From an optimization exercise on the open Yosys and OpenROAD flow, aimed at small area, a short achievable clock period and few clock cycles per item; shortcuts taken in it are not production practice. The RTL was checked by simulation tests, not by an equivalence proof against the original design. Power is estimated from default activity; no workload was simulated.

==> flow/design.v (excerpt) <==
module mult_top (
    input  logic        clock,
    input  logic        reset,
    input  logic        in_valid,
    input  logic [31:0] in_rs1,
    input  logic [31:0] in_rs2,
    input  logic [5:0]  in_dest,
    input  logic [3:0]  in_bm,
    input  logic [2:0]  in_func,
    output logic        fu_free,
    input  logic [3:0]  b_mm_resolve,
    input  logic        b_mm_mispred,
    input  logic        cdb_gnt,
    output logic        out_valid,
    output logic [31:0] out_result,
    output logic [5:0]  out_dest
);
For scale: ~2400 cells after synthesis, roughly 140 flip-flops, about 130 I/O pins, ~28000 um2 of cells after synthesis.
==> flow/config.mk <==
export PLATFORM = sky130hd
export DESIGN_NAME = mult_top
export DESIGN_NICKNAME = mult_top
export VERILOG_FILES = /design/flow/design.v
export SDC_FILE = /design/flow/constraint.sdc
export NUM_CORES = 4
export LEC_CHECK = 0
export CAP_MARGIN = 20
export CORE_MARGIN = 2
export CORE_UTILIZATION = 50
export CTS_BUF_LIST = sky130_fd_sc_hd__clkbuf_4 sky130_fd_sc_hd__clkbuf_8
export PLACE_DENSITY = 0.65
export SETUP_SLACK_MARGIN = 1.5
export SLEW_MARGIN = 20
export SYNTH_HIERARCHICAL = 1
export SYNTH_MINIMUM_KEEP_SIZE = 0
==> flow/constraint.sdc <==
create_clock -name core_clock -period 6.5 [get_ports {clock}]
set_input_delay 1.3000 -clock core_clock [delete_from_list [all_inputs] [get_ports {clock}]]
set_output_delay 1.3000 -clock core_clock [all_outputs]
set_load 0.01 [all_outputs]
standard.sh (not shown) runs the stock make flow with config.mk's settings and CLKGATE_MAP_FILE= SYNTH_SCRIPT=/design/flow/synth_recipe.tcl, a recipe that flattens the netlist after the stock synthesis.
==> flow/flow/run.sh <==
#!/bin/bash
# The standard layout (standard.sh) with two changes to how it is made:
# the input and output ports get plain buf_2 buffers (buffer_ports would
# otherwise pick a delay cell), and clock-tree synthesis inserts no dummy
# loads.  The full make output goes to standard.log in the work folder.
set -euo pipefail
export BUFFER_PORTS_ARGS="-buffer_cell sky130_fd_sc_hd__buf_2"
export CTS_ARGS="-sink_clustering_enable -repair_clock_nets -dont_use_dummy_load -buf_list {sky130_fd_sc_hd__clkbuf_4 sky130_fd_sc_hd__clkbuf_8}"
bash standard.sh > standard.log 2>&1
The starting point passed the timing, design-rule and antenna checks.
Testbench counts at the start, summed over its fixed seeds: cycles 6,414, items 4,800.
Edit:
--- a/flow/config.mk
+++ b/flow/config.mk
@@ -11,3 +11,3 @@
 export CTS_BUF_LIST = sky130_fd_sc_hd__clkbuf_4 sky130_fd_sc_hd__clkbuf_8
-export PLACE_DENSITY = 0.65
+export PLACE_DENSITY = 0.75
 export SETUP_SLACK_MARGIN = 1.5
@@ -16 +16,2 @@
 export SYNTH_MINIMUM_KEEP_SIZE = 0
+export TNS_END_PERCENT = 0
After rerunning: The changed run produced a clean layout. Routed wire length is lower by 3.0%. Design area is lower by 1.6%. Setup slack loses 74 ps.

---

mult_top again, from the RTL that the note above started with.
export LEC_CHECK = 0
export CAP_MARGIN = 20
export CORE_MARGIN = 2
export CORE_UTILIZATION = 50
export CTS_BUF_LIST = sky130_fd_sc_hd__clkbuf_4 sky130_fd_sc_hd__clkbuf_8
export PLACE_DENSITY = 0.65
export SETUP_SLACK_MARGIN = 1.8
export SLEW_MARGIN = 20
export SYNTH_HIERARCHICAL = 1
export SYNTH_MINIMUM_KEEP_SIZE = 0
export TNS_END_PERCENT = 0
create_clock -name core_clock -period 6.5 [get_ports {clock}]
Scripts as last shown in full above: flow/flow/run.sh
The first run finished clean.
Testbench counts at the start, summed over its fixed seeds: cycles 6,414, items 4,800.
Change:
SETUP_SLACK_MARGIN = 1.5   (was 1.8)
The changed run finished with timing, DRC and antenna clean.
Total power does not change.
Die area is unchanged.
Synthesized area is unchanged.
Clock skew is unchanged.
Routed wire length stays the same.
Count of clock-buffer cells in the layout does not change.
Utilization stays the same.
Register-to-register slack hardly moves.
Global-route usage does not change.
Worst hold slack does not change.
Change:
==> flow/flow/run.sh (replaced) <==
#!/bin/bash
# The standard layout (standard.sh) with two changes to how it is made:
# the input and output ports get plain buf_4 buffers (buffer_ports would
# otherwise pick a delay cell), and clock-tree synthesis inserts no dummy
# loads.  The full make output goes to standard.log in the work folder.
set -euo pipefail
export BUFFER_PORTS_ARGS="-buffer_cell sky130_fd_sc_hd__buf_4"
export CTS_ARGS="-sink_clustering_enable -repair_clock_nets -dont_use_dummy_load -buf_list {sky130_fd_sc_hd__clkbuf_4 sky130_fd_sc_hd__clkbuf_8}"
bash standard.sh > standard.log 2>&1
TNS_END_PERCENT = default   (was 0)
Effect: Maximum frequency rose by a few percent. Final area came out higher by a few percent. Total power came out higher by a few percent. Via count climbs slightly. First-iteration DRC count goes down by a few percent. Clock power is about the same. Setup slack gets better by 0.12 ns. Synthesized area does not change. Sequential cell count is unchanged.

==> afterwards: timing with drivers on the ports <==
Ports are ideal in the flow. The routed layouts listed here were re-timed in OpenROAD. Step 1: set_driving_cell puts a clkbuf_16 on clock and a buf_2 on each other input, an assumption about the parent block. Step 2 adds t to the input delays and takes it off the output delays; t is the mean of the earliest and latest rising clock arrival at the registers after step 1. Input paths then give back, and output paths get back, about the clock's delay inside the block. a / b / c = ideal / step 1 / step 2; a / b = the first two.
run	t (ns)	setup WS [ns]	worst slew at a driven data input, ns
the first run of note 1	0.516	1.408 / 1.361 / 0.890	0.14
the second run of note 1	0.514	1.334 / 1.358 / 0.844	0.12
the first run of note 2	0.505	1.335 / 1.250 / 0.745	0.14
the second run of note 2	0.505	1.335 / 1.250 / 0.745	0.14
the third run of note 2	0.520	1.458 / 1.409 / 0.944	0.16
After both steps every run listed still meets setup and hold.
